From an optimization exercise on the open Yosys and OpenROAD flow, aimed at small area, a short achievable clock period and few clock cycles per item; shortcuts taken in it are not production practice. The RTL was checked by simulation tests, not by an equivalence proof against the original design.

$ cat flow/config.mk
export PLATFORM = sky130hd
export DESIGN_NAME = sin
export DESIGN_NICKNAME = sin
export VERILOG_FILES = /design/flow/design.v
export SDC_FILE = /design/flow/constraint.sdc
export NUM_CORES = 4
export LEC_CHECK = 0
export CAP_MARGIN = 20
export CORE_MARGIN = 2
export CORE_UTILIZATION = 40
export SETUP_SLACK_MARGIN = 4.0
export SLEW_MARGIN = 20
export SYNTH_HIERARCHICAL = 1
export SYNTH_MINIMUM_KEEP_SIZE = 0
$ cat flow/constraint.sdc
create_clock -name core_clock -period 9.5 [get_ports {clk}]
set_input_delay 1.9000 -clock core_clock [delete_from_list [all_inputs] [get_ports {clk}]]
set_output_delay 1.9000 -clock core_clock [all_outputs]
set_load 0.01 [all_outputs]
$ cat flow/design.v
module sin_coeff_lut (
    input  logic [14:0] x,
    output logic [15:0] m3
);
assign m3 = 16'(x >= 15'h657c) + 16'(x >= 15'h6df4) + 16'(x >= 15'h745c)
          + 16'(x >= 15'h799a) + 16'(x >= 15'h7e1c);
endmodule
module sin_datapath (
    input  logic [14:0] ma,
    input  logic [7:0]  b_one,
    input  logic [7:0]  b_two,
    input  logic [6:0]  b_neg,
    input  logic [15:0] acc,
    input  logic        cadd,
    output logic [15:0] p,
    input  logic [14:0] a,
    output logic [12:0] t1
);
wire pp1 = ((b_one[0] & ma[0])) ^ b_neg[0];
wire pp2 = ((b_one[0] & ma[1]) | (b_two[0] & ma[0])) ^ b_neg[0];
wire pp3 = ((b_one[0] & ma[2]) | (b_two[0] & ma[1])) ^ b_neg[0];
wire pp4 = ((b_one[0] & ma[3]) | (b_two[0] & ma[2])) ^ b_neg[0];
wire pp5 = ((b_one[0] & ma[4]) | (b_two[0] & ma[3])) ^ b_neg[0];
wire pp6 = ((b_one[0] & ma[5]) | (b_two[0] & ma[4])) ^ b_neg[0];
wire pp7 = ((b_one[0] & ma[6]) | (b_two[0] & ma[5])) ^ b_neg[0];
wire pp8 = ((b_one[0] & ma[7]) | (b_two[0] & ma[6])) ^ b_neg[0];
wire pp9 = ((b_one[0] & ma[8]) | (b_two[0] & ma[7])) ^ b_neg[0];
wire pp10 = ((b_one[0] & ma[9]) | (b_two[0] & ma[8])) ^ b_neg[0];
wire pp11 = ((b_one[0] & ma[10]) | (b_two[0] & ma[9])) ^ b_neg[0];
wire pp12 = ((b_one[0] & ma[11]) | (b_two[0] & ma[10])) ^ b_neg[0];
wire pp13 = ((b_one[0] & ma[12]) | (b_two[0] & ma[11])) ^ b_neg[0];
wire pp14 = ((b_one[0] & ma[13]) | (b_two[0] & ma[12])) ^ b_neg[0];
wire pp15 = ((b_one[0] & ma[14]) | (b_two[0] & ma[13])) ^ b_neg[0];
wire pp16 = ((b_two[0] & ma[14])) ^ b_neg[0];
wire pp17 = ((b_one[1] & ma[0])) ^ b_neg[1];
wire pp18 = ((b_one[1] & ma[1]) | (b_two[1] & ma[0])) ^ b_neg[1];
wire pp19 = ((b_one[1] & ma[2]) | (b_two[1] & ma[1])) ^ b_neg[1];
wire pp20 = ((b_one[1] & ma[3]) | (b_two[1] & ma[2])) ^ b_neg[1];
wire pp21 = ((b_one[1] & ma[4]) | (b_two[1] & ma[3])) ^ b_neg[1];
wire pp22 = ((b_one[1] & ma[5]) | (b_two[1] & ma[4])) ^ b_neg[1];
wire pp23 = ((b_one[1] & ma[6]) | (b_two[1] & ma[5])) ^ b_neg[1];
wire pp24 = ((b_one[1] & ma[7]) | (b_two[1] & ma[6])) ^ b_neg[1];
wire pp25 = ((b_one[1] & ma[8]) | (b_two[1] & ma[7])) ^ b_neg[1];
wire pp26 = ((b_one[1] & ma[9]) | (b_two[1] & ma[8])) ^ b_neg[1];
wire pp27 = ((b_one[1] & ma[10]) | (b_two[1] & ma[9])) ^ b_neg[1];
wire pp28 = ((b_one[1] & ma[11]) | (b_two[1] & ma[10])) ^ b_neg[1];
wire pp29 = ((b_one[1] & ma[12]) | (b_two[1] & ma[11])) ^ b_neg[1];
wire pp30 = ((b_one[1] & ma[13]) | (b_two[1] & ma[12])) ^ b_neg[1];
wire pp31 = ((b_one[1] & ma[14]) | (b_two[1] & ma[13])) ^ b_neg[1];
wire pp32 = ((b_two[1] & ma[14])) ^ b_neg[1];
wire pp33 = ((b_one[2] & ma[0])) ^ b_neg[2];
wire pp34 = ((b_one[2] & ma[1]) | (b_two[2] & ma[0])) ^ b_neg[2];
wire pp35 = ((b_one[2] & ma[2]) | (b_two[2] & ma[1])) ^ b_neg[2];
wire pp36 = ((b_one[2] & ma[3]) | (b_two[2] & ma[2])) ^ b_neg[2];
wire pp37 = ((b_one[2] & ma[4]) | (b_two[2] & ma[3])) ^ b_neg[2];
wire pp38 = ((b_one[2] & ma[5]) | (b_two[2] & ma[4])) ^ b_neg[2];
wire pp39 = ((b_one[2] & ma[6]) | (b_two[2] & ma[5])) ^ b_neg[2];
wire pp40 = ((b_one[2] & ma[7]) | (b_two[2] & ma[6])) ^ b_neg[2];
wire pp41 = ((b_one[2] & ma[8]) | (b_two[2] & ma[7])) ^ b_neg[2];
wire pp42 = ((b_one[2] & ma[9]) | (b_two[2] & ma[8])) ^ b_neg[2];
wire pp43 = ((b_one[2] & ma[10]) | (b_two[2] & ma[9])) ^ b_neg[2];
wire pp44 = ((b_one[2] & ma[11]) | (b_two[2] & ma[10])) ^ b_neg[2];
wire pp45 = ((b_one[2] & ma[12]) | (b_two[2] & ma[11])) ^ b_neg[2];
wire pp46 = ((b_one[2] & ma[13]) | (b_two[2] & ma[12])) ^ b_neg[2];
wire pp47 = ((b_one[2] & ma[14]) | (b_two[2] & ma[13])) ^ b_neg[2];
wire pp48 = ((b_two[2] & ma[14])) ^ b_neg[2];
wire pp49 = ((b_one[3] & ma[0])) ^ b_neg[3];
wire pp50 = ((b_one[3] & ma[1]) | (b_two[3] & ma[0])) ^ b_neg[3];
wire pp51 = ((b_one[3] & ma[2]) | (b_two[3] & ma[1])) ^ b_neg[3];
wire pp52 = ((b_one[3] & ma[3]) | (b_two[3] & ma[2])) ^ b_neg[3];
wire pp53 = ((b_one[3] & ma[4]) | (b_two[3] & ma[3])) ^ b_neg[3];
wire pp54 = ((b_one[3] & ma[5]) | (b_two[3] & ma[4])) ^ b_neg[3];
wire pp55 = ((b_one[3] & ma[6]) | (b_two[3] & ma[5])) ^ b_neg[3];
wire pp56 = ((b_one[3] & ma[7]) | (b_two[3] & ma[6])) ^ b_neg[3];
wire pp57 = ((b_one[3] & ma[8]) | (b_two[3] & ma[7])) ^ b_neg[3];
wire pp58 = ((b_one[3] & ma[9]) | (b_two[3] & ma[8])) ^ b_neg[3];
wire pp59 = ((b_one[3] & ma[10]) | (b_two[3] & ma[9])) ^ b_neg[3];
wire pp60 = ((b_one[3] & ma[11]) | (b_two[3] & ma[10])) ^ b_neg[3];
wire pp61 = ((b_one[3] & ma[12]) | (b_two[3] & ma[11])) ^ b_neg[3];
wire pp62 = ((b_one[3] & ma[13]) | (b_two[3] & ma[12])) ^ b_neg[3];
wire pp63 = ((b_one[3] & ma[14]) | (b_two[3] & ma[13])) ^ b_neg[3];
wire pp64 = ((b_two[3] & ma[14])) ^ b_neg[3];
wire pp65 = ((b_one[4] & ma[0])) ^ b_neg[4];
wire pp66 = ((b_one[4] & ma[1]) | (b_two[4] & ma[0])) ^ b_neg[4];
wire pp67 = ((b_one[4] & ma[2]) | (b_two[4] & ma[1])) ^ b_neg[4];
wire pp68 = ((b_one[4] & ma[3]) | (b_two[4] & ma[2])) ^ b_neg[4];
wire pp69 = ((b_one[4] & ma[4]) | (b_two[4] & ma[3])) ^ b_neg[4];
wire pp70 = ((b_one[4] & ma[5]) | (b_two[4] & ma[4])) ^ b_neg[4];
wire pp71 = ((b_one[4] & ma[6]) | (b_two[4] & ma[5])) ^ b_neg[4];
wire pp72 = ((b_one[4] & ma[7]) | (b_two[4] & ma[6])) ^ b_neg[4];
wire pp73 = ((b_one[4] & ma[8]) | (b_two[4] & ma[7])) ^ b_neg[4];
wire pp74 = ((b_one[4] & ma[9]) | (b_two[4] & ma[8])) ^ b_neg[4];
wire pp75 = ((b_one[4] & ma[10]) | (b_two[4] & ma[9])) ^ b_neg[4];
wire pp76 = ((b_one[4] & ma[11]) | (b_two[4] & ma[10])) ^ b_neg[4];
wire pp77 = ((b_one[4] & ma[12]) | (b_two[4] & ma[11])) ^ b_neg[4];
wire pp78 = ((b_one[4] & ma[13]) | (b_two[4] & ma[12])) ^ b_neg[4];
wire pp79 = ((b_one[4] & ma[14]) | (b_two[4] & ma[13])) ^ b_neg[4];
wire pp80 = ((b_two[4] & ma[14])) ^ b_neg[4];
wire pp81 = ((b_one[5] & ma[0])) ^ b_neg[5];
wire pp82 = ((b_one[5] & ma[1]) | (b_two[5] & ma[0])) ^ b_neg[5];
wire pp83 = ((b_one[5] & ma[2]) | (b_two[5] & ma[1])) ^ b_neg[5];
wire pp84 = ((b_one[5] & ma[3]) | (b_two[5] & ma[2])) ^ b_neg[5];
wire pp85 = ((b_one[5] & ma[4]) | (b_two[5] & ma[3])) ^ b_neg[5];
wire pp86 = ((b_one[5] & ma[5]) | (b_two[5] & ma[4])) ^ b_neg[5];
wire pp87 = ((b_one[5] & ma[6]) | (b_two[5] & ma[5])) ^ b_neg[5];
wire pp88 = ((b_one[5] & ma[7]) | (b_two[5] & ma[6])) ^ b_neg[5];
wire pp89 = ((b_one[5] & ma[8]) | (b_two[5] & ma[7])) ^ b_neg[5];
wire pp90 = ((b_one[5] & ma[9]) | (b_two[5] & ma[8])) ^ b_neg[5];
wire pp91 = ((b_one[5] & ma[10]) | (b_two[5] & ma[9])) ^ b_neg[5];
wire pp92 = ((b_one[5] & ma[11]) | (b_two[5] & ma[10])) ^ b_neg[5];
wire pp93 = ((b_one[5] & ma[12]) | (b_two[5] & ma[11])) ^ b_neg[5];
wire pp94 = ((b_one[5] & ma[13]) | (b_two[5] & ma[12])) ^ b_neg[5];
wire pp95 = ((b_one[5] & ma[14]) | (b_two[5] & ma[13])) ^ b_neg[5];
wire pp96 = ((b_two[5] & ma[14])) ^ b_neg[5];
wire pp97 = ((b_one[6] & ma[0])) ^ b_neg[6];
wire pp98 = ((b_one[6] & ma[1]) | (b_two[6] & ma[0])) ^ b_neg[6];
wire pp99 = ((b_one[6] & ma[2]) | (b_two[6] & ma[1])) ^ b_neg[6];
wire pp100 = ((b_one[6] & ma[3]) | (b_two[6] & ma[2])) ^ b_neg[6];
wire pp101 = ((b_one[6] & ma[4]) | (b_two[6] & ma[3])) ^ b_neg[6];
wire pp102 = ((b_one[6] & ma[5]) | (b_two[6] & ma[4])) ^ b_neg[6];
wire pp103 = ((b_one[6] & ma[6]) | (b_two[6] & ma[5])) ^ b_neg[6];
wire pp104 = ((b_one[6] & ma[7]) | (b_two[6] & ma[6])) ^ b_neg[6];
wire pp105 = ((b_one[6] & ma[8]) | (b_two[6] & ma[7])) ^ b_neg[6];
wire pp106 = ((b_one[6] & ma[9]) | (b_two[6] & ma[8])) ^ b_neg[6];
wire pp107 = ((b_one[6] & ma[10]) | (b_two[6] & ma[9])) ^ b_neg[6];
wire pp108 = ((b_one[6] & ma[11]) | (b_two[6] & ma[10])) ^ b_neg[6];
wire pp109 = ((b_one[6] & ma[12]) | (b_two[6] & ma[11])) ^ b_neg[6];
wire pp110 = ((b_one[6] & ma[13]) | (b_two[6] & ma[12])) ^ b_neg[6];
wire pp111 = ((b_one[6] & ma[14]) | (b_two[6] & ma[13])) ^ b_neg[6];
wire pp112 = ((b_two[6] & ma[14])) ^ b_neg[6];
wire pp113 = (b_one[7] & ma[0]);
wire pp114 = (b_one[7] & ma[1]) | (b_two[7] & ma[0]);
wire pp115 = (b_one[7] & ma[2]) | (b_two[7] & ma[1]);
wire pp116 = (b_one[7] & ma[3]) | (b_two[7] & ma[2]);
wire pp117 = (b_one[7] & ma[4]) | (b_two[7] & ma[3]);
wire pp118 = (b_one[7] & ma[5]) | (b_two[7] & ma[4]);
wire pp119 = (b_one[7] & ma[6]) | (b_two[7] & ma[5]);
wire pp120 = (b_one[7] & ma[7]) | (b_two[7] & ma[6]);
wire pp121 = (b_one[7] & ma[8]) | (b_two[7] & ma[7]);
wire pp122 = (b_one[7] & ma[9]) | (b_two[7] & ma[8]);
wire pp123 = (b_one[7] & ma[10]) | (b_two[7] & ma[9]);
wire pp124 = (b_one[7] & ma[11]) | (b_two[7] & ma[10]);
wire pp125 = (b_one[7] & ma[12]) | (b_two[7] & ma[11]);
wire pp126 = (b_one[7] & ma[13]) | (b_two[7] & ma[12]);
wire pp127 = (b_one[7] & ma[14]) | (b_two[7] & ma[13]);
wire pp128 = (b_two[7] & ma[14]);
wire s129, c129;
sin_ha u129 (.a(pp9), .b(pp23), .s(s129), .co(c129));
wire s130, c130;
sin_ha u130 (.a(pp10), .b(pp24), .s(s130), .co(c130));
wire s131, c131;
sin_fa u131 (.a(pp11), .b(pp25), .c(pp39), .s(s131), .co(c131));
wire s132, c132;
sin_ha u132 (.a(pp53), .b(pp67), .s(s132), .co(c132));
wire s133, c133;
sin_fa u133 (.a(pp12), .b(pp26), .c(pp40), .s(s133), .co(c133));
wire s134, c134;
sin_ha u134 (.a(pp54), .b(pp68), .s(s134), .co(c134));
wire s135, c135;
sin_fa u135 (.a(pp13), .b(pp27), .c(pp41), .s(s135), .co(c135));
wire s136, c136;
sin_fa u136 (.a(pp55), .b(pp69), .c(pp83), .s(s136), .co(c136));
wire s137, c137;
sin_ha u137 (.a(pp97), .b(b_neg[6]), .s(s137), .co(c137));
wire s138, c138;
sin_fa u138 (.a(pp14), .b(pp28), .c(pp42), .s(s138), .co(c138));
wire s139, c139;
sin_fa u139 (.a(pp56), .b(pp70), .c(pp84), .s(s139), .co(c139));
wire s140, c140;
sin_ha u140 (.a(pp98), .b(cadd), .s(s140), .co(c140));
wire s141, c141;
sin_fa u141 (.a(pp15), .b(pp29), .c(pp43), .s(s141), .co(c141));
wire s142, c142;
sin_fa u142 (.a(pp57), .b(pp71), .c(pp85), .s(s142), .co(c142));
wire s143, c143;
sin_fa u143 (.a(pp99), .b(pp113), .c(cadd), .s(s143), .co(c143));
wire s144, c144;
sin_fa u144 (.a(pp16), .b(pp30), .c(pp44), .s(s144), .co(c144));
wire s145, c145;
sin_fa u145 (.a(pp58), .b(pp72), .c(pp86), .s(s145), .co(c145));
wire s146, c146;
sin_fa u146 (.a(pp100), .b(pp114), .c(acc[0]), .s(s146), .co(c146));
wire s147, c147;
sin_fa u147 (.a(b_neg[0]), .b(pp31), .c(pp45), .s(s147), .co(c147));
wire s148, c148;
sin_fa u148 (.a(pp59), .b(pp73), .c(pp87), .s(s148), .co(c148));
wire s149, c149;
sin_fa u149 (.a(pp101), .b(pp115), .c(acc[1]), .s(s149), .co(c149));
wire s150, c150;
sin_fa u150 (.a(b_neg[0]), .b(pp32), .c(pp46), .s(s150), .co(c150));
wire s151, c151;
sin_fa u151 (.a(pp60), .b(pp74), .c(pp88), .s(s151), .co(c151));
wire s152, c152;
sin_fa u152 (.a(pp102), .b(pp116), .c(acc[2]), .s(s152), .co(c152));
wire s153, c153;
sin_fa u153 (.a(~b_neg[0]), .b(~b_neg[1]), .c(pp47), .s(s153), .co(c153));
wire s154, c154;
sin_fa u154 (.a(pp61), .b(pp75), .c(pp89), .s(s154), .co(c154));
wire s155, c155;
sin_fa u155 (.a(pp103), .b(pp117), .c(acc[3]), .s(s155), .co(c155));
wire s156, c156;
sin_fa u156 (.a(pp48), .b(pp62), .c(pp76), .s(s156), .co(c156));
wire s157, c157;
sin_fa u157 (.a(pp90), .b(pp104), .c(pp118), .s(s157), .co(c157));
wire s158 = ~acc[4];
wire s159, c159;
sin_fa u159 (.a(~b_neg[2]), .b(pp63), .c(pp77), .s(s159), .co(c159));
wire s160, c160;
sin_fa u160 (.a(pp91), .b(pp105), .c(pp119), .s(s160), .co(c160));
wire s161, c161;
sin_fa u161 (.a(pp64), .b(pp78), .c(pp92), .s(s161), .co(c161));
wire s162, c162;
sin_ha u162 (.a(pp106), .b(pp120), .s(s162), .co(c162));
wire s163, c163;
sin_fa u163 (.a(~b_neg[3]), .b(pp79), .c(pp93), .s(s163), .co(c163));
wire s164, c164;
sin_ha u164 (.a(pp80), .b(pp94), .s(s164), .co(c164));
wire s165, c165;
sin_ha u165 (.a(pp5), .b(pp19), .s(s165), .co(c165));
wire s166, c166;
sin_ha u166 (.a(pp6), .b(pp20), .s(s166), .co(c166));
wire s167, c167;
sin_fa u167 (.a(pp7), .b(pp21), .c(pp35), .s(s167), .co(c167));
wire s168, c168;
sin_ha u168 (.a(pp49), .b(b_neg[3]), .s(s168), .co(c168));
wire s169, c169;
sin_fa u169 (.a(pp8), .b(pp22), .c(pp36), .s(s169), .co(c169));
wire s170, c170;
sin_ha u170 (.a(pp50), .b(cadd), .s(s170), .co(c170));
wire s171, c171;
sin_fa u171 (.a(s129), .b(pp37), .c(pp51), .s(s171), .co(c171));
wire s172, c172;
sin_fa u172 (.a(pp65), .b(b_neg[4]), .c(cadd), .s(s172), .co(c172));
wire s173, c173;
sin_fa u173 (.a(s130), .b(pp38), .c(pp52), .s(s173), .co(c173));
wire s174, c174;
sin_fa u174 (.a(pp66), .b(cadd), .c(c129), .s(s174), .co(c174));
wire s175, c175;
sin_fa u175 (.a(s131), .b(s132), .c(pp81), .s(s175), .co(c175));
wire s176, c176;
sin_fa u176 (.a(b_neg[5]), .b(cadd), .c(c130), .s(s176), .co(c176));
wire s177, c177;
sin_fa u177 (.a(s133), .b(s134), .c(pp82), .s(s177), .co(c177));
wire s178, c178;
sin_fa u178 (.a(cadd), .b(c131), .c(c132), .s(s178), .co(c178));
wire s179, c179;
sin_fa u179 (.a(s135), .b(s136), .c(s137), .s(s179), .co(c179));
wire s180, c180;
sin_fa u180 (.a(cadd), .b(c133), .c(c134), .s(s180), .co(c180));
wire s181, c181;
sin_fa u181 (.a(s138), .b(s139), .c(s140), .s(s181), .co(c181));
wire s182, c182;
sin_fa u182 (.a(c135), .b(c136), .c(c137), .s(s182), .co(c182));
wire s183, c183;
sin_fa u183 (.a(s141), .b(s142), .c(s143), .s(s183), .co(c183));
wire s184, c184;
sin_fa u184 (.a(c138), .b(c139), .c(c140), .s(s184), .co(c184));
wire s185, c185;
sin_fa u185 (.a(s144), .b(s145), .c(s146), .s(s185), .co(c185));
wire s186, c186;
sin_fa u186 (.a(c141), .b(c142), .c(c143), .s(s186), .co(c186));
wire s187, c187;
sin_fa u187 (.a(s147), .b(s148), .c(s149), .s(s187), .co(c187));
wire s188, c188;
sin_fa u188 (.a(c144), .b(c145), .c(c146), .s(s188), .co(c188));
wire s189, c189;
sin_fa u189 (.a(s150), .b(s151), .c(s152), .s(s189), .co(c189));
wire s190, c190;
sin_fa u190 (.a(c147), .b(c148), .c(c149), .s(s190), .co(c190));
wire s191, c191;
sin_fa u191 (.a(s153), .b(s154), .c(s155), .s(s191), .co(c191));
wire s192, c192;
sin_fa u192 (.a(c150), .b(c151), .c(c152), .s(s192), .co(c192));
wire s193, c193;
sin_fa u193 (.a(s156), .b(s157), .c(s158), .s(s193), .co(c193));
wire s194, c194;
sin_fa u194 (.a(c153), .b(c154), .c(c155), .s(s194), .co(c194));
wire s195, c195;
sin_fa u195 (.a(s159), .b(s160), .c(acc[5]), .s(s195), .co(c195));
wire s196, c196;
sin_fa u196 (.a(c156), .b(c157), .c(acc[4]), .s(s196), .co(c196));
wire s197, c197;
sin_fa u197 (.a(s161), .b(s162), .c(acc[6]), .s(s197), .co(c197));
wire s198 = ~(c159 ^ c160);
wire c199 = c159 | c160;
wire s200, c200;
sin_fa u200 (.a(s163), .b(pp107), .c(pp121), .s(s200), .co(c200));
wire s201, c201;
sin_fa u201 (.a(acc[7]), .b(c161), .c(c162), .s(s201), .co(c201));
wire s202, c202;
sin_fa u202 (.a(s164), .b(pp108), .c(pp122), .s(s202), .co(c202));
wire s203 = ~(acc[8] ^ c163);
wire c204 = acc[8] | c163;
wire s205, c205;
sin_fa u205 (.a(~b_neg[4]), .b(pp95), .c(pp109), .s(s205), .co(c205));
wire s206, c206;
sin_fa u206 (.a(pp123), .b(acc[9]), .c(c164), .s(s206), .co(c206));
wire s207, c207;
sin_fa u207 (.a(pp96), .b(pp110), .c(pp124), .s(s207), .co(c207));
wire s208 = ~acc[10];
wire s209, c209;
sin_fa u209 (.a(~b_neg[5]), .b(pp111), .c(pp125), .s(s209), .co(c209));
wire s210, c210;
sin_ha u210 (.a(pp112), .b(pp126), .s(s210), .co(c210));
wire s211, c211;
sin_ha u211 (.a(pp3), .b(pp17), .s(s211), .co(c211));
wire s212, c212;
sin_ha u212 (.a(pp4), .b(pp18), .s(s212), .co(c212));
wire s213, c213;
sin_fa u213 (.a(s165), .b(pp33), .c(b_neg[2]), .s(s213), .co(c213));
wire s214, c214;
sin_fa u214 (.a(s166), .b(pp34), .c(cadd), .s(s214), .co(c214));
wire s215, c215;
sin_fa u215 (.a(s167), .b(s168), .c(cadd), .s(s215), .co(c215));
wire s216, c216;
sin_fa u216 (.a(s169), .b(s170), .c(c167), .s(s216), .co(c216));
wire s217, c217;
sin_fa u217 (.a(s171), .b(s172), .c(c169), .s(s217), .co(c217));
wire s218, c218;
sin_fa u218 (.a(s173), .b(s174), .c(c171), .s(s218), .co(c218));
wire s219, c219;
sin_fa u219 (.a(s175), .b(s176), .c(c173), .s(s219), .co(c219));
wire s220, c220;
sin_fa u220 (.a(s177), .b(s178), .c(c175), .s(s220), .co(c220));
wire s221, c221;
sin_fa u221 (.a(s179), .b(s180), .c(c177), .s(s221), .co(c221));
wire s222, c222;
sin_fa u222 (.a(s181), .b(s182), .c(c179), .s(s222), .co(c222));
wire s223, c223;
sin_fa u223 (.a(s183), .b(s184), .c(c181), .s(s223), .co(c223));
wire s224, c224;
sin_fa u224 (.a(s185), .b(s186), .c(c183), .s(s224), .co(c224));
wire s225, c225;
sin_fa u225 (.a(s187), .b(s188), .c(c185), .s(s225), .co(c225));
wire s226, c226;
sin_fa u226 (.a(s189), .b(s190), .c(c187), .s(s226), .co(c226));
wire s227, c227;
sin_fa u227 (.a(s191), .b(s192), .c(c189), .s(s227), .co(c227));
wire s228, c228;
sin_fa u228 (.a(s193), .b(s194), .c(c191), .s(s228), .co(c228));
wire s229, c229;
sin_fa u229 (.a(s195), .b(s196), .c(c193), .s(s229), .co(c229));
wire s230, c230;
sin_fa u230 (.a(s197), .b(s198), .c(c195), .s(s230), .co(c230));
wire s231, c231;
sin_fa u231 (.a(s200), .b(s201), .c(c197), .s(s231), .co(c231));
wire s232, c232;
sin_fa u232 (.a(s202), .b(s203), .c(c200), .s(s232), .co(c232));
wire s233, c233;
sin_fa u233 (.a(s205), .b(s206), .c(c202), .s(s233), .co(c233));
wire s234, c234;
sin_fa u234 (.a(s207), .b(s208), .c(c205), .s(s234), .co(c234));
wire s235, c235;
sin_fa u235 (.a(s209), .b(acc[11]), .c(c207), .s(s235), .co(c235));
wire s236 = ~(s210 ^ acc[12]);
wire c237 = s210 | acc[12];
wire s238, c238;
sin_fa u238 (.a(~b_neg[6]), .b(pp127), .c(acc[13]), .s(s238), .co(c238));
wire s239, c239;
sin_ha u239 (.a(pp128), .b(acc[14]), .s(s239), .co(c239));
wire s240, c240;
sin_ha u240 (.a(pp1), .b(b_neg[0]), .s(s240), .co(c240));
wire s241, c241;
sin_ha u241 (.a(pp2), .b(cadd), .s(s241), .co(c241));
wire s242, c242;
sin_fa u242 (.a(s211), .b(b_neg[1]), .c(cadd), .s(s242), .co(c242));
wire s243, c243;
sin_fa u243 (.a(s212), .b(cadd), .c(c211), .s(s243), .co(c243));
wire s244, c244;
sin_fa u244 (.a(s213), .b(cadd), .c(c212), .s(s244), .co(c244));
wire s245, c245;
sin_fa u245 (.a(s214), .b(c165), .c(c213), .s(s245), .co(c245));
wire s246, c246;
sin_fa u246 (.a(s215), .b(c166), .c(c214), .s(s246), .co(c246));
wire s247, c247;
sin_fa u247 (.a(s216), .b(c168), .c(c215), .s(s247), .co(c247));
wire s248, c248;
sin_fa u248 (.a(s217), .b(c170), .c(c216), .s(s248), .co(c248));
wire s249, c249;
sin_fa u249 (.a(s218), .b(c172), .c(c217), .s(s249), .co(c249));
wire s250, c250;
sin_fa u250 (.a(s219), .b(c174), .c(c218), .s(s250), .co(c250));
wire s251, c251;
sin_fa u251 (.a(s220), .b(c176), .c(c219), .s(s251), .co(c251));
wire s252, c252;
sin_fa u252 (.a(s221), .b(c178), .c(c220), .s(s252), .co(c252));
wire s253, c253;
sin_fa u253 (.a(s222), .b(c180), .c(c221), .s(s253), .co(c253));
wire s254, c254;
sin_fa u254 (.a(s223), .b(c182), .c(c222), .s(s254), .co(c254));
wire s255, c255;
sin_fa u255 (.a(s224), .b(c184), .c(c223), .s(s255), .co(c255));
wire s256, c256;
sin_fa u256 (.a(s225), .b(c186), .c(c224), .s(s256), .co(c256));
wire s257, c257;
sin_fa u257 (.a(s226), .b(c188), .c(c225), .s(s257), .co(c257));
wire s258, c258;
sin_fa u258 (.a(s227), .b(c190), .c(c226), .s(s258), .co(c258));
wire s259, c259;
sin_fa u259 (.a(s228), .b(c192), .c(c227), .s(s259), .co(c259));
wire s260, c260;
sin_fa u260 (.a(s229), .b(c194), .c(c228), .s(s260), .co(c260));
wire s261, c261;
sin_fa u261 (.a(s230), .b(c196), .c(c229), .s(s261), .co(c261));
wire s262, c262;
sin_fa u262 (.a(s231), .b(c199), .c(c230), .s(s262), .co(c262));
wire s263, c263;
sin_fa u263 (.a(s232), .b(c201), .c(c231), .s(s263), .co(c263));
wire s264, c264;
sin_fa u264 (.a(s233), .b(c204), .c(c232), .s(s264), .co(c264));
wire s265, c265;
sin_fa u265 (.a(s234), .b(c206), .c(c233), .s(s265), .co(c265));
wire s266, c266;
sin_fa u266 (.a(s235), .b(acc[10]), .c(c234), .s(s266), .co(c266));
wire s267, c267;
sin_fa u267 (.a(s236), .b(c209), .c(c235), .s(s267), .co(c267));
wire s268, c268;
sin_fa u268 (.a(s238), .b(c210), .c(c237), .s(s268), .co(c268));
wire s269 = ~(s239 ^ c238);
wire c270 = s239 | c238;
wire s271 = ~(acc[15] ^ c239);
wire c272 = acc[15] | c239;
wire [30:0] pa = {s271, s269, s268, s267, s266, s265, s264, s263, s262, s261, s260, s259, s258, s257, s256, s255, s254, s253, s252, s251, s250, s249, s248, s247, s246, s245, s244, s243, s242, s241, s240};
wire [30:0] pb = {c270, c268, c267, c266, c265, c264, c263, c262, c261, c260, c259, c258, c257, c256, c255, c254, c253, c252, c251, c250, c249, c248, c247, c246, c245, c244, c243, c242, c241, c240, cadd};
wire [30:0] ps;
assign ps[14:0] = 15'd0;
sin_add31 add (.a(pa), .b(pb), .s(ps[30:15]));
assign p = ps[30:15];
wire s100001, c100001;
sin_ha u100001 (.a(a[12]), .b(a[10]), .s(s100001), .co(c100001));
wire s100002, c100002;
sin_fa u100002 (.a(a[13]), .b(a[11]), .c(a[9]), .s(s100002), .co(c100002));
wire s100003, c100003;
sin_fa u100003 (.a(a[14]), .b(a[12]), .c(a[10]), .s(s100003), .co(c100003));
wire s100004, c100004;
sin_ha u100004 (.a(a[13]), .b(a[11]), .s(s100004), .co(c100004));
wire s100005, c100005;
sin_ha u100005 (.a(a[14]), .b(a[12]), .s(s100005), .co(c100005));
wire s100006, c100006;
sin_ha u100006 (.a(a[8]), .b(a[6]), .s(s100006), .co(c100006));
wire s100007, c100007;
sin_fa u100007 (.a(a[9]), .b(a[7]), .c(a[5]), .s(s100007), .co(c100007));
wire s100008, c100008;
sin_fa u100008 (.a(a[10]), .b(a[8]), .c(a[6]), .s(s100008), .co(c100008));
wire s100009, c100009;
sin_ha u100009 (.a(a[4]), .b(a[2]), .s(s100009), .co(c100009));
wire s100010, c100010;
sin_fa u100010 (.a(a[11]), .b(a[9]), .c(a[7]), .s(s100010), .co(c100010));
wire s100011, c100011;
sin_fa u100011 (.a(a[5]), .b(a[3]), .c(a[1]), .s(s100011), .co(c100011));
wire s100012, c100012;
sin_fa u100012 (.a(s100001), .b(a[8]), .c(a[6]), .s(s100012), .co(c100012));
wire s100013, c100013;
sin_fa u100013 (.a(a[4]), .b(a[2]), .c(a[0]), .s(s100013), .co(c100013));
wire s100014, c100014;
sin_fa u100014 (.a(s100002), .b(a[7]), .c(a[5]), .s(s100014), .co(c100014));
wire s100015, c100015;
sin_fa u100015 (.a(a[3]), .b(a[1]), .c(c100001), .s(s100015), .co(c100015));
wire s100016, c100016;
sin_fa u100016 (.a(s100003), .b(a[8]), .c(a[6]), .s(s100016), .co(c100016));
wire s100017, c100017;
sin_fa u100017 (.a(a[4]), .b(a[2]), .c(c100002), .s(s100017), .co(c100017));
wire s100018, c100018;
sin_fa u100018 (.a(s100004), .b(a[9]), .c(a[7]), .s(s100018), .co(c100018));
wire s100019, c100019;
sin_fa u100019 (.a(a[5]), .b(a[3]), .c(c100003), .s(s100019), .co(c100019));
wire s100020, c100020;
sin_fa u100020 (.a(s100005), .b(a[10]), .c(a[8]), .s(s100020), .co(c100020));
wire s100021, c100021;
sin_fa u100021 (.a(a[6]), .b(a[4]), .c(c100004), .s(s100021), .co(c100021));
wire s100022, c100022;
sin_fa u100022 (.a(a[13]), .b(a[11]), .c(a[9]), .s(s100022), .co(c100022));
wire s100023, c100023;
sin_fa u100023 (.a(a[7]), .b(a[5]), .c(c100005), .s(s100023), .co(c100023));
wire s100024, c100024;
sin_fa u100024 (.a(a[14]), .b(a[12]), .c(a[10]), .s(s100024), .co(c100024));
wire s100025, c100025;
sin_ha u100025 (.a(a[8]), .b(a[6]), .s(s100025), .co(c100025));
wire s100026, c100026;
sin_fa u100026 (.a(a[13]), .b(a[11]), .c(a[9]), .s(s100026), .co(c100026));
wire s100027, c100027;
sin_ha u100027 (.a(a[14]), .b(a[12]), .s(s100027), .co(c100027));
wire s100028, c100028;
sin_ha u100028 (.a(a[6]), .b(a[4]), .s(s100028), .co(c100028));
wire s100029, c100029;
sin_fa u100029 (.a(a[7]), .b(a[5]), .c(a[3]), .s(s100029), .co(c100029));
wire s100030, c100030;
sin_fa u100030 (.a(s100006), .b(a[4]), .c(a[2]), .s(s100030), .co(c100030));
wire s100031, c100031;
sin_fa u100031 (.a(s100007), .b(a[3]), .c(a[1]), .s(s100031), .co(c100031));
wire s100032, c100032;
sin_fa u100032 (.a(s100008), .b(s100009), .c(a[0]), .s(s100032), .co(c100032));
wire s100033, c100033;
sin_fa u100033 (.a(s100010), .b(s100011), .c(c100008), .s(s100033), .co(c100033));
wire s100034, c100034;
sin_fa u100034 (.a(s100012), .b(s100013), .c(c100010), .s(s100034), .co(c100034));
wire s100035, c100035;
sin_fa u100035 (.a(s100014), .b(s100015), .c(c100012), .s(s100035), .co(c100035));
wire s100036, c100036;
sin_fa u100036 (.a(s100016), .b(s100017), .c(c100014), .s(s100036), .co(c100036));
wire s100037, c100037;
sin_fa u100037 (.a(s100018), .b(s100019), .c(c100016), .s(s100037), .co(c100037));
wire s100038, c100038;
sin_fa u100038 (.a(s100020), .b(s100021), .c(c100018), .s(s100038), .co(c100038));
wire s100039, c100039;
sin_fa u100039 (.a(s100022), .b(s100023), .c(c100020), .s(s100039), .co(c100039));
wire s100040, c100040;
sin_fa u100040 (.a(s100024), .b(s100025), .c(c100022), .s(s100040), .co(c100040));
wire s100041, c100041;
sin_fa u100041 (.a(s100026), .b(a[7]), .c(c100024), .s(s100041), .co(c100041));
wire s100042, c100042;
sin_fa u100042 (.a(s100027), .b(a[10]), .c(a[8]), .s(s100042), .co(c100042));
wire s100043, c100043;
sin_fa u100043 (.a(a[13]), .b(a[11]), .c(a[9]), .s(s100043), .co(c100043));
wire s100044, c100044;
sin_ha u100044 (.a(a[14]), .b(a[12]), .s(s100044), .co(c100044));
wire s100045, c100045;
sin_ha u100045 (.a(a[4]), .b(a[2]), .s(s100045), .co(c100045));
wire s100046, c100046;
sin_fa u100046 (.a(a[5]), .b(a[3]), .c(a[1]), .s(s100046), .co(c100046));
wire s100047, c100047;
sin_fa u100047 (.a(s100028), .b(a[2]), .c(a[0]), .s(s100047), .co(c100047));
wire s100048, c100048;
sin_fa u100048 (.a(s100029), .b(a[1]), .c(c100028), .s(s100048), .co(c100048));
wire s100049, c100049;
sin_fa u100049 (.a(s100030), .b(a[0]), .c(c100029), .s(s100049), .co(c100049));
wire s100050, c100050;
sin_fa u100050 (.a(s100031), .b(c100006), .c(c100030), .s(s100050), .co(c100050));
wire s100051, c100051;
sin_fa u100051 (.a(s100032), .b(c100007), .c(c100031), .s(s100051), .co(c100051));
wire s100052, c100052;
sin_fa u100052 (.a(s100033), .b(c100009), .c(c100032), .s(s100052), .co(c100052));
wire s100053, c100053;
sin_fa u100053 (.a(s100034), .b(c100011), .c(c100033), .s(s100053), .co(c100053));
wire s100054, c100054;
sin_fa u100054 (.a(s100035), .b(c100013), .c(c100034), .s(s100054), .co(c100054));
wire s100055, c100055;
sin_fa u100055 (.a(s100036), .b(c100015), .c(c100035), .s(s100055), .co(c100055));
wire s100056, c100056;
sin_fa u100056 (.a(s100037), .b(c100017), .c(c100036), .s(s100056), .co(c100056));
wire s100057, c100057;
sin_fa u100057 (.a(s100038), .b(c100019), .c(c100037), .s(s100057), .co(c100057));
wire s100058, c100058;
sin_fa u100058 (.a(s100039), .b(c100021), .c(c100038), .s(s100058), .co(c100058));
wire s100059, c100059;
sin_fa u100059 (.a(s100040), .b(c100023), .c(c100039), .s(s100059), .co(c100059));
wire s100060, c100060;
sin_fa u100060 (.a(s100041), .b(c100025), .c(c100040), .s(s100060), .co(c100060));
wire s100061, c100061;
sin_fa u100061 (.a(s100042), .b(c100026), .c(c100041), .s(s100061), .co(c100061));
wire s100062, c100062;
sin_fa u100062 (.a(s100043), .b(c100027), .c(c100042), .s(s100062), .co(c100062));
wire s100063, c100063;
sin_fa u100063 (.a(s100044), .b(a[10]), .c(c100043), .s(s100063), .co(c100063));
wire s100064, c100064;
sin_fa u100064 (.a(a[13]), .b(a[11]), .c(c100044), .s(s100064), .co(c100064));
wire s100065, c100065;
sin_ha u100065 (.a(a[14]), .b(a[12]), .s(s100065), .co(c100065));
wire [27:0] t1w_a = {1'b0, a[14], a[13], s100065, s100064, s100063, s100062, s100061, s100060, s100059, s100058, s100057, s100056, s100055, s100054, s100053, s100052, s100051, s100050, s100049, s100048, s100047, s100046, s100045, a[3], a[2], a[1], a[0]};
wire [27:0] t1w_b = {1'b0, 1'b0, c100065, c100064, c100063, c100062, c100061, c100060, c100059, c100058, c100057, c100056, c100055, c100054, c100053, c100052, c100051, c100050, c100049, c100048, c100047, c100046, c100045, a[0], a[1], a[0], 1'b0, 1'b0};
wire [27:0] t1w_s = t1w_a + t1w_b;
wire [12:0] t1w = t1w_s[27:15];
assign t1 = t1w;
endmodule
module sin_fa (
    input  logic a,
    input  logic b,
    input  logic c,
    output logic s,
    output logic co
);
assign s  = a ^ b ^ c;
assign co = (a & b) | (a & c) | (b & c);
endmodule
module sin_ha (
    input  logic a,
    input  logic b,
    output logic s,
    output logic co
);
assign s  = a ^ b;
assign co = a & b;
endmodule
module sin_add31 (
    input  logic [30:0] a,
    input  logic [30:0] b,
    output logic [15:0] s
);
logic [30:0] p, g;
assign p = a ^ b;
assign g = a & b;
wire gg1 = g[1] | (p[1] & g[0]);
wire gg2 = g[3] | (p[3] & g[2]);
wire pp2 = p[3] & p[2];
wire gg3 = g[5] | (p[5] & g[4]);
wire pp3 = p[5] & p[4];
wire gg4 = g[7] | (p[7] & g[6]);
wire pp4 = p[7] & p[6];
wire gg5 = g[9] | (p[9] & g[8]);
wire pp5 = p[9] & p[8];
wire gg6 = g[11] | (p[11] & g[10]);
wire pp6 = p[11] & p[10];
wire gg7 = g[13] | (p[13] & g[12]);
wire pp7 = p[13] & p[12];
wire gg8 = g[15] | (p[15] & g[14]);
wire pp8 = p[15] & p[14];
wire gg9 = g[17] | (p[17] & g[16]);
wire pp9 = p[17] & p[16];
wire gg10 = g[19] | (p[19] & g[18]);
wire pp10 = p[19] & p[18];
wire gg11 = g[21] | (p[21] & g[20]);
wire pp11 = p[21] & p[20];
wire gg12 = g[23] | (p[23] & g[22]);
wire pp12 = p[23] & p[22];
wire gg13 = g[25] | (p[25] & g[24]);
wire pp13 = p[25] & p[24];
wire gg14 = g[27] | (p[27] & g[26]);
wire pp14 = p[27] & p[26];
wire gg15 = g[29] | (p[29] & g[28]);
wire pp15 = p[29] & p[28];
wire gg16 = g[2] | (p[2] & gg1);
wire gg17 = gg2 | (pp2 & gg1);
wire gg18 = g[6] | (p[6] & gg3);
wire pp18 = p[6] & pp3;
wire gg19 = gg4 | (pp4 & gg3);
wire pp19 = pp4 & pp3;
wire gg20 = g[10] | (p[10] & gg5);
wire pp20 = p[10] & pp5;
wire gg21 = gg6 | (pp6 & gg5);
wire pp21 = pp6 & pp5;
wire gg22 = g[14] | (p[14] & gg7);
wire pp22 = p[14] & pp7;
wire gg23 = gg8 | (pp8 & gg7);
wire pp23 = pp8 & pp7;
wire gg24 = g[18] | (p[18] & gg9);
wire pp24 = p[18] & pp9;
wire gg25 = gg10 | (pp10 & gg9);
wire pp25 = pp10 & pp9;
wire gg26 = g[22] | (p[22] & gg11);
wire pp26 = p[22] & pp11;
wire gg27 = gg12 | (pp12 & gg11);
wire pp27 = pp12 & pp11;
wire gg28 = g[26] | (p[26] & gg13);
wire pp28 = p[26] & pp13;
wire gg29 = gg14 | (pp14 & gg13);
wire pp29 = pp14 & pp13;
wire gg30 = g[30] | (p[30] & gg15);
wire pp30 = p[30] & pp15;
wire gg31 = g[4] | (p[4] & gg17);
wire gg32 = gg3 | (pp3 & gg17);
wire gg33 = gg18 | (pp18 & gg17);
wire gg34 = gg19 | (pp19 & gg17);
wire gg35 = g[12] | (p[12] & gg21);
wire pp35 = p[12] & pp21;
wire gg36 = gg7 | (pp7 & gg21);
wire pp36 = pp7 & pp21;
wire gg37 = gg22 | (pp22 & gg21);
wire pp37 = pp22 & pp21;
wire gg38 = gg23 | (pp23 & gg21);
wire pp38 = pp23 & pp21;
wire gg39 = g[20] | (p[20] & gg25);
wire pp39 = p[20] & pp25;
wire gg40 = gg11 | (pp11 & gg25);
wire pp40 = pp11 & pp25;
wire gg41 = gg26 | (pp26 & gg25);
wire pp41 = pp26 & pp25;
wire gg42 = gg27 | (pp27 & gg25);
wire pp42 = pp27 & pp25;
wire gg43 = g[28] | (p[28] & gg29);
wire pp43 = p[28] & pp29;
wire gg44 = gg15 | (pp15 & gg29);
wire pp44 = pp15 & pp29;
wire gg45 = gg30 | (pp30 & gg29);
wire pp45 = pp30 & pp29;
wire gg46 = g[8] | (p[8] & gg34);
wire gg47 = gg5 | (pp5 & gg34);
wire gg48 = gg20 | (pp20 & gg34);
wire gg49 = gg21 | (pp21 & gg34);
wire gg50 = gg35 | (pp35 & gg34);
wire gg51 = gg36 | (pp36 & gg34);
wire gg52 = gg37 | (pp37 & gg34);
wire gg53 = gg38 | (pp38 & gg34);
wire gg54 = g[24] | (p[24] & gg42);
wire pp54 = p[24] & pp42;
wire gg55 = gg13 | (pp13 & gg42);
wire pp55 = pp13 & pp42;
wire gg56 = gg28 | (pp28 & gg42);
wire pp56 = pp28 & pp42;
wire gg57 = gg29 | (pp29 & gg42);
wire pp57 = pp29 & pp42;
wire gg58 = gg43 | (pp43 & gg42);
wire pp58 = pp43 & pp42;
wire gg59 = gg44 | (pp44 & gg42);
wire pp59 = pp44 & pp42;
wire gg60 = gg45 | (pp45 & gg42);
wire pp60 = pp45 & pp42;
wire gg61 = g[16] | (p[16] & gg53);
wire gg62 = gg9 | (pp9 & gg53);
wire gg63 = gg24 | (pp24 & gg53);
wire gg64 = gg25 | (pp25 & gg53);
wire gg65 = gg39 | (pp39 & gg53);
wire gg66 = gg40 | (pp40 & gg53);
wire gg67 = gg41 | (pp41 & gg53);
wire gg68 = gg42 | (pp42 & gg53);
wire gg69 = gg54 | (pp54 & gg53);
wire gg70 = gg55 | (pp55 & gg53);
wire gg71 = gg56 | (pp56 & gg53);
wire gg72 = gg57 | (pp57 & gg53);
wire gg73 = gg58 | (pp58 & gg53);
wire gg74 = gg59 | (pp59 & gg53);
wire gg75 = gg60 | (pp60 & gg53);
assign s = {p[30] ^ gg74, p[29] ^ gg73, p[28] ^ gg72, p[27] ^ gg71, p[26] ^ gg70, p[25] ^ gg69, p[24] ^ gg68, p[23] ^ gg67, p[22] ^ gg66, p[21] ^ gg65, p[20] ^ gg64, p[19] ^ gg63, p[18] ^ gg62, p[17] ^ gg61, p[16] ^ gg53, p[15] ^ gg52};
endmodule
module sin (
    input  logic        clk,
    input  logic        rst_n,
    input  logic [15:0] x,
    input  logic        start,
    output logic [15:0] result,
    output logic        done
);
logic [4:1]  st;
logic [14:0] ra, bnext;
logic [7:0]  b_one, b_two, n_one, n_two;
logic [6:0]  b_neg, n_neg;
logic [12:0] t1;
logic [15:0] acc, p, m3;
logic [2:0]  m3r;
logic        zero, lng, med, lngr, medr;
assign zero = x[14:0] < 15'h0748;     
assign lng  = x[14:0] >= 15'h2a96;    
assign med  = ~zero & ~lng;           
always_ff @(posedge clk) begin
    lngr <= lng;
    medr <= med;
end
always_ff @(posedge clk or negedge rst_n) begin
    if (!rst_n) begin
        st <= 4'b0000;
    end else begin
        st <= {st[3], st[2] & lngr, st[1], done & start & ~zero};
    end
end
assign done = ~|st;
sin_coeff_lut lut (.x(x[14:0]), .m3(m3));
assign acc = (st[4] | (st[2] & medr)) ? result : 16'h0000;
sin_datapath datapath (.ma(ra), .b_one(b_one), .b_two(b_two), .b_neg(b_neg), .acc(acc), .cadd(st[2] & medr), .p(p),
                       .a(ra), .t1(t1));
always_comb begin
    if (st[1])      bnext = {2'b00, t1};
    else if (st[2]) bnext = 15'h0666;
    else if (done)  bnext = x[14:0];
    else            bnext = result[14:0];
end
sin_booth_enc enc (.b(bnext), .one(n_one), .two(n_two), .neg(n_neg));
always_ff @(posedge clk) begin
    ra    <= done ? x[14:0] : p[14:0];
    b_one <= n_one;
    b_two <= n_two;
    b_neg <= n_neg ^ {7{st[1] & medr}};    
    m3r   <= m3[2:0];
end
always_ff @(posedge clk) begin
    if (done & start) result <= {1'b0, x[14:0]};
    if ((st[1] & lngr) | (st[2] & medr) | st[4]) result <= p;
    if (st[3])         result <= {1'b0, x[14:0]} - {1'b0, ra} - {13'b0, m3r};
end
endmodule
module sin_booth_enc (
    input  logic [14:0] b,
    output logic [7:0]  one,
    output logic [7:0]  two,
    output logic [6:0]  neg
);
logic [16:0] e;
assign e = {1'b0, b, 1'b0};
always_comb begin
    for (int i = 0; i < 8; i++) begin
        one[i] = e[2*i+1] ^ e[2*i];
        two[i] = (e[2*i+2] & ~e[2*i+1] & ~e[2*i]) | (~e[2*i+2] & e[2*i+1] & e[2*i]);
    end
    for (int i = 0; i < 7; i++) neg[i] = e[2*i+2];
end
endmodule
$ cat flow/run.sh
#!/bin/bash
# synth_recipe.tcl (not shown) runs the flow's synth.tcl, then flattens the netlist and writes it again
# the make line also repeats each setting of config.mk as NAME=value (left out here)
make -C /OpenROAD-flow-scripts/flow DESIGN_CONFIG=/design/flow/config.mk WORK_HOME=/design/flow/orfs CLKGATE_MAP_FILE= SYNTH_SCRIPT=/design/flow/synth_recipe.tcl finish
==> results.cfg, run 1 <==
[setup_path]
reg2reg_slack_ns = 4.11
crit_family = adder cells
cp_slowest_stage_delay_ns = 0.57
rr_startpoint = ra[13]$_DFF_P_
required_ns = 9.66
r2r_cells = 18
cp_num_buf_inv = 1
crit_chain = buf_4 -> a22oi_1 -> xnor2_1 -> fa_1 -> fa_1 -> fa_1 -> fa_1 -> ha_2 -> a21o_1 -> a21oi_4 -> nor2_1 -> a21oi_1 -> o31ai_4 -> or4_1 -> o311ai_2 -> mux2_2 -> nand2_1 -> o31ai_1
crit_path_start_kind = flop
path_class = reg -> reg
arrival_ns = 5.55
cpMostUsedCell = fa_1
critPathMaxFanout = 9
slowest_stage = fa_1
endpoint_kind = flop
timing.rr.end = result[7]$_DFFE_PP_

[cts]
cts_tree = built
ctsHoldBuffers = 0
clock_sinks = 63
htree_levels = 3
path_clk_slew_ns = 0.06
cts-root-buf = clkbuf_16
clk_latency_ns = 0.34
clock_path_buffers = 2
numCtsBuffers = 9

[min_path]
holdPathStages = 1
min-delay-start = lngr$_DFF_P_
min_path_type = reg -> reg
hold_end = st[3]$_DFF_PN0_

[timing]
worst_slack_ns = 4.111
tightest_slew_ns = 0.9673
post-route-period-util_pct = 56.72
slew_headroom_pct = 35.33
setup_tns_ns = 0
fin_crit_ns = 5.389
finalHoldViolations = 0
setup_viol_count_final = 0
slew_viol_final = 0
skew_ns = 0.008336
rsz0062_at_grt = yes
fmax_ghz = 0.1856

[synthesis]
synth_nets = 1569
synthCells = 1260
yosysWarnings = 8
avgSynthCellArea_um2 = 9.634
syn_area_um2 = 12140

[grt]
grt_pass1_wl_um = 57450
grtUsageMet3_pct = 2.579
grtUsageMet2_pct = 38.52
overflow = 0
gr-usage-met1_pct = 32.89
antenna_found_initial = 0
grt_max_degree = 38
track_usage_pct = 23.74
grt.busiest_layer = met2
grt_pass1_vias = 9918

[floorplanning]
die_w_um = 178.2
initial_utilization_pct = 40.74
io-pin-count = 36
die-area_um2 = 31760
rows = 63
coreArea_um2 = 29800
die_h_um = 178.2

[flow_run]
maxCapViolCount = 0

[placed_design]
gp_congestion = 0.8454
dp_hpwl_um = 24850
port_buffers = 34
dp_slack_ns = 3.230

[outcome]
outcome = no timing/DRC/antenna violations

[route]
drt-total-wl_um = 37320
drtPass1Iterations = 5
vias = 9891
ant_nets = 0
via_per_inst = 5.919
drt-wirelength-per-cell_um = 22.33
drtIter0Drc = 756
drc = 0

[finish]
n_antenna_cell = 0
fillers = 2823
drive_gt1_share_pct = 14.36
seqCellArea_um2 = 1546
fin_nets = 1585
areaGrowthSynthToFinish_pct = 16.33
multi_input_area_um2 = 10320
[layout by cell type, fill, tap and decap left out, drive strengths merged, types with 7 or more instances in the layout]
cell type	count
o21a	8
nor2b	16
xnor2	137
a211oi	16
nor2	35
clkdlybuf4s50	34
clkbuf	10
a21oi	56
nand2	75
inv	100
mux2i	8
o21ai	57
and2	7
a22oi	100
ha	116
and2b	7
xor2	16
o31ai	9
mux2	7
nand3b	7
fa	174
o211ai	9
dfxtp	43
nand3	20
a21o	15
edfxtp	16
nor3	19
o22ai	9
nand2b	12
nand4	7
a22o	14
buf	53
[worst reg2reg max path, cell delays in order (launching register included)]
cell,delay [ns]
dfxtp_4,0.41
buf_4,0.18
a22oi_1,0.23
xnor2_1,0.17
fa_1,0.47
fa_1,0.55
fa_1,0.53
fa_1,0.57
ha_2,0.32
a21o_1,0.20
a21oi_4,0.20
nor2_1,0.07
a21oi_1,0.22
o31ai_4,0.13
or4_1,0.46
o311ai_2,0.14
mux2_2,0.22
nand2_1,0.06
o31ai_1,0.09
[per-stage QoR]
step	utilization [%]	area [um^2]	std cells	hold WS, ns
2_1_floorplan	-	12160	1260	0.3745
3_3_place_gp	42.61	12700	1614	0.5172
3_5_place_dp	42.61	12700	1614	0.5192
4_1_cts	45.31	13500	1647	0.5316
5_1_grt	47.39	14120	1671	0.5519
6_report	47.39	14120	1671	0.5395
[worst max-delay path by stage]
stage | from | end | slack (ns) | cells after the start
after global routing | ra[10]$_DFF_P_ | b_two[5]$_DFF_P_ | 3.93 | 18
after detailed placement | ra[14]$_DFF_P_ | result[14]$_DFFE_PP_ | 3.23 | 18
after floorplan | ra[8]$_DFF_P_ | result[14]$_DFFE_PP_ | 4.00 | 19
final | ra[13]$_DFF_P_ | result[7]$_DFFE_PP_ | 4.11 | 18
after global placement | ra[14]$_DFF_P_ | result[14]$_DFFE_PP_ | 3.24 | 18
after CTS | ra[12]$_DFF_P_ | result[8]$_DFFE_PP_ | 3.98 | 18
[state kept, by name, summed over array words and instances (netlist names)]
signal  count
result     16
st          4
medr        1
lngr        1
b_one       8
b_two       8
ra         15
b_neg       7
m3r         3
[timing repair]
action | in CTS | in global routing
pin swaps | 11 | 43
buffers inserted | 14 | 23
endpoints found under the hold margin | 0 | 0
setup endpoints to repair | 36 | 21
resized for setup | 65 | 71
cloned | 3 | 1
[routing by layer]
metal	up-vias	wire (um)
met5	-	0
met1	4968	16210
met3	80	2277
li1	4443	-
met2	400	17380
met4	0	1453
[area by class of cell]
| type | instances | share of cell area [%] |
|---|---|---|
| clock buffer | 9 | 1.595 |
| clock inverter | 7 | 0.5051 |
| inverter | 98 | 2.605 |
| multi-input combinational | 1013 | 73.06 |
| sequential | 63 | 10.95 |
| tap | 390 | 3.456 |
| timing repair buffer | 91 | 7.824 |
Testbench counts, summed over its fixed seeds: cycles 1,600, items 384.
==> inputs of run 2 (changes only) <==
--- a/flow/design.v
+++ b/flow/design.v
@@ -1,9 +1,32 @@
 module sin_coeff_lut (
     input  logic [14:0] x,
-    output logic [15:0] m3
+    output logic [15:0] m3,
+    output logic [3:0]  m2,
+    output logic        m2ok
 );
 assign m3 = 16'(x >= 15'h657c) + 16'(x >= 15'h6df4) + 16'(x >= 15'h745c)
           + 16'(x >= 15'h799a) + 16'(x >= 15'h7e1c);
+logic [15:1] t;
+assign t[1] = x >= 15'h2a96;
+assign t[2] = x >= 15'h3063;
+assign t[3] = x >= 15'h3443;
+assign t[4] = x >= 15'h3756;
+assign t[5] = x >= 15'h39bc;
+assign t[6] = x >= 15'h3bf5;
+assign t[7] = x >= 15'h3dd5;
+assign t[8] = x >= 15'h3f54;
+assign t[9] = x >= 15'h40ea;
+assign t[10] = x >= 15'h425e;
+assign t[11] = x >= 15'h4382;
+assign t[12] = x >= 15'h449e;
+assign t[13] = x >= 15'h45b0;
+assign t[14] = x >= 15'h46ba;
+assign t[15] = x >= 15'h47bc;
+assign m2[0] = (t[1] & ~t[2]) | (t[3] & ~t[4]) | (t[5] & ~t[6]) | (t[7] & ~t[8]) | (t[9] & ~t[10]) | (t[11] & ~t[12]) | (t[13] & ~t[14]) | t[15];
+assign m2[1] = (t[2] & ~t[4]) | (t[6] & ~t[8]) | (t[10] & ~t[12]) | t[14];
+assign m2[2] = (t[4] & ~t[8]) | t[12];
+assign m2[3] = t[8];
+assign m2ok = x < 15'h48b8;
 endmodule
 module sin_datapath (
     input  logic [14:0] ma,
@@ -726,9 +749,11 @@
 logic [12:0] t1;
 logic [15:0] acc, p, m3;
 logic [2:0]  m3r;
+logic [3:0]  m2s, m2r;
+logic        m2ok;
 logic        zero, lng, med, lngr, medr;
 assign zero = x[14:0] < 15'h0748;     
-assign lng  = x[14:0] >= 15'h2a96;    
+assign lng  = ~m2ok;                  
 assign med  = ~zero & ~lng;           
 always_ff @(posedge clk) begin
     lngr <= lng;
@@ -742,7 +767,7 @@
     end
 end
 assign done = ~|st;
-sin_coeff_lut lut (.x(x[14:0]), .m3(m3));
+sin_coeff_lut lut (.x(x[14:0]), .m3(m3), .m2(m2s), .m2ok(m2ok));
 assign acc = (st[4] | (st[2] & medr)) ? result : 16'h0000;
 sin_datapath datapath (.ma(ra), .b_one(b_one), .b_two(b_two), .b_neg(b_neg), .acc(acc), .cadd(st[2] & medr), .p(p),
                        .a(ra), .t1(t1));
@@ -759,9 +784,11 @@
     b_two <= n_two;
     b_neg <= n_neg ^ {7{st[1] & medr}};    
     m3r   <= m3[2:0];
+    m2r   <= m2s;
 end
 always_ff @(posedge clk) begin
     if (done & start) result <= {1'b0, x[14:0]};
+    if (st[1] & medr) result <= result + {12'b0, m2r};
     if ((st[1] & lngr) | (st[2] & medr) | st[4]) result <= p;
     if (st[3])         result <= {1'b0, x[14:0]} - {1'b0, ra} - {13'b0, m3r};
 end
--- a/flow/config.mk
+++ b/flow/config.mk
@@ -8,7 +8,4 @@
 export CAP_MARGIN = 20
 export CORE_MARGIN = 2
 export CORE_UTILIZATION = 40
-export SETUP_SLACK_MARGIN = 4.0
 export SLEW_MARGIN = 20
-export SYNTH_HIERARCHICAL = 1
-export SYNTH_MINIMUM_KEEP_SIZE = 0
==> run 2 against run 1 <==
Largest cell class unchanged. Core utilization shrank 3.4 points. Via count grew 11%. Critical path type unchanged. Critical path depth grew 2.
==> results.cfg, run 2 <==
[timing]
slew_headroom_pct = 28.37
post-route-period-util_pct = 73.47
setup_viol_count_final = 0
fin_crit_ns = 6.979
slew_viol_final = 0
holdWs_ns = 0.4935
worst_slack_ns = 2.521
setup_tns_ns = 0
rsz0062_at_grt = no
finalHoldViolations = 0
tightest_slew_ns = 1.075
skew_ns = 0.004489
fmax_ghz = 0.1433

[placed_design]
port_buffers = 34
dp_hpwl_um = 29520
place_inst = 1917
gp_congestion = 0.9272
dp_slack_ns = 2.575

[route]
via_per_inst = 5.692
drtIter0Drc = 868
drt-total-wl_um = 39120
drc = 0
vias = 11000
drt-wirelength-per-cell_um = 20.24
ant_nets = 0
drtPass1Iterations = 7

[finish]
n_antenna_cell = 0
areaGrowthSynthToFinish_pct = 7.745
largestRegisters = result: 16 flops, ra: 15 flops
largest-register = result
drive_gt1_share_pct = 4.272
utilization_pct = 44.01
final_common_cell = inv_1
final_cell_mix = 266 x inv_1, 167 x fa_1, 125 x xnor2_1
fin_cells = 1933
largest_register_ffs = 16
fin_nets = 1792

[floorplanning]
die_w_um = 184.2
rows = 65
coreArea_um2 = 31800
die-area_um2 = 33930
die_h_um = 184.2
initial_utilization_pct = 40.85
io-pin-count = 36

[cts]
numCtsBuffers = 9
clock_sinks = 67
cts_setup_buffers = 0
path_clk_slew_ns = 0.06
clk_latency_ns = 0.34
htree_levels = 3
cts_tree = built
clock_path_buffers = 2
ctsHoldBuffers = 0
cts-root-buf = clkbuf_16
cts-resized-gates = 0

[setup_path]
path_class = reg -> reg
crit_path_start_kind = flop
cp_num_buf_inv = 3
crit_chain = buf_4 -> a22oi_1 -> xnor2_1 -> fa_1 -> fa_1 -> inv_1 -> fa_1 -> inv_1 -> fa_1 -> ha_1 -> a21o_1 -> a21oi_1 -> o221a_2 -> o41ai_2 -> a21o_1 -> a21oi_1 -> o21ai_0 -> o41ai_1 -> mux2_2 -> a211oi_1
endpoint_kind = flop
arrival_ns = 7.15
critPathMaxFanout = 15
cp_slowest_stage_delay_ns = 0.95
required_ns = 9.67
cpMostUsedCell = fa_1
slowest_stage = dfxtp_1
crit_family = compound AO/OA/AOI/OAI gates
path_depth = 20
r2r_cells = 20

[synthesis]
async_reset_ff_share_pct = 5.970
synthCells = 1518
yosysMostFrequentCell = inv_1
synth.top_cell.area_share_pct = 25.74
ys_ff_latch = 67
synth_top_flop_cell = dfxtp_1
synth_edf_count = 16
synth_nets = 1817
ys_types = 76
yosysWarnings = 2
ys_seq_area_share_pct = 11.71
avgSynthCellArea_um2 = 8.556
synth_commonest_cells = 266 x inv_1, 167 x fa_1, 125 x xnor2_1
synth_area_leaders = fa_1 26%, ha_1 11%, xnor2_1 8.4%
synth_top_area_cell = fa_1
syn_area_um2 = 12990

[grt]
antenna_found_initial = 0
grt_pass1_wl_um = 61710
grt_pass1_vias = 11000
track_usage_pct = 23.66
grt_max_degree = 29
overflow = 0

[min_path]
holdPathStages = 1
min_path_type = reg -> reg

[outcome]
outcome = no timing/DRC/antenna violations

[flow_run]
maxCapViolCount = 0
## run 2: layer usage
layer	track usage [%]	routed length [um]	up-vias
li1	-	-	5028
met4	5.856	875	0
met1	31.42	16590	5464
met3	2.885	2720	60
met5	0	0	-
met2	40.97	18930	451
## run 2: cells by family (layout without fill, tap and decap cells)
family	Yosys count	after routing	synth area share, %
mux	7	7	0.5780
simple gates	279	279	10.36
fa+ha+maj	280	280	36.62
compound gates	365	365	19.51
buf+inv	361	341	10.50
xor+xnor	159	159	10.72
flops	67	67	11.71
## run 2: metrics by stage
stage | cell area (um^2)
2_1_floorplan | 12990
3_3_place_gp | 13690
3_5_place_dp | 13690
4_1_cts | 13990
5_1_grt | 13990
6_report | 13990
## run 2: worst paths after layout
path / from / to / slack [ns]
max in group asynchronous: rst_n / st[2]$_DFF_PN0_ / 7.48
max reg2reg: ra[5]$_DFF_P_ / result[7]$_DFFE_PP_ / 2.52
min reg2reg: lngr$_DFF_P_ / st[3]$_DFF_PN0_ / 0.49
min: lngr$_DFF_P_ / st[3]$_DFF_PN0_ / 0.49
max: ra[5]$_DFF_P_ / result[7]$_DFFE_PP_ / 2.52
min in group asynchronous: rst_n / st[3]$_DFF_PN0_ / 1.80
## run 2: worst register-to-register path: cells and delay by family, from the launching register on
| kind | cells | cell delay (ns) |
|---|---|---|
| multiplexers | 1 | 0.41 |
| adder cells (fa/ha/maj) | 5 | 2.33 |
| buffers and inverters | 3 | 0.49 |
| AO/OA/AOI/OAI | 10 | 2.37 |
| XOR/XNOR | 1 | 0.26 |
| flip-flops | 1 | 0.95 |
## run 2: area by class of cell
| class | count | area, um^2 |
|---|---|---|
| clock buffer | 12 | 277.8 |
| clock inverter | 4 | 28.78 |
| multi-input combinational | 1090 | 10100 |
| fill | 3204 | 17800 |
| sequential | 67 | 1521 |
| tap | 435 | 544.3 |
| timing repair buffer | 57 | 513.0 |
| inverter | 268 | 1006 |
Testbench counts of run 2, summed over its fixed seeds: cycles 1,428, items 384.

[afterwards: timing with drivers on the ports]
The results above use ideal ports. As a check the final layouts listed here were re-extracted and re-timed, cells and wires unchanged. Step 1 assumes that a clkbuf_16 drives the clock port and a buf_2 every other input. Step 2 times the ports against the registers' clock, not the clock port: input delays grow and output delays shrink by t, the midpoint of the rising clock arrivals with the driver on. a / b / c = no drivers / after step 1 / after step 2; a / b = the first two.
run | t (ns) | slack for setup (ns) | worst slew at a driven data input, ns
run 1 | 0.381 | 4.111 / 4.111 / 4.111 | 0.03
run 2 | 0.376 | 2.521 / 2.521 / 2.521 | 0.03
After both steps every run listed still meets setup and hold.
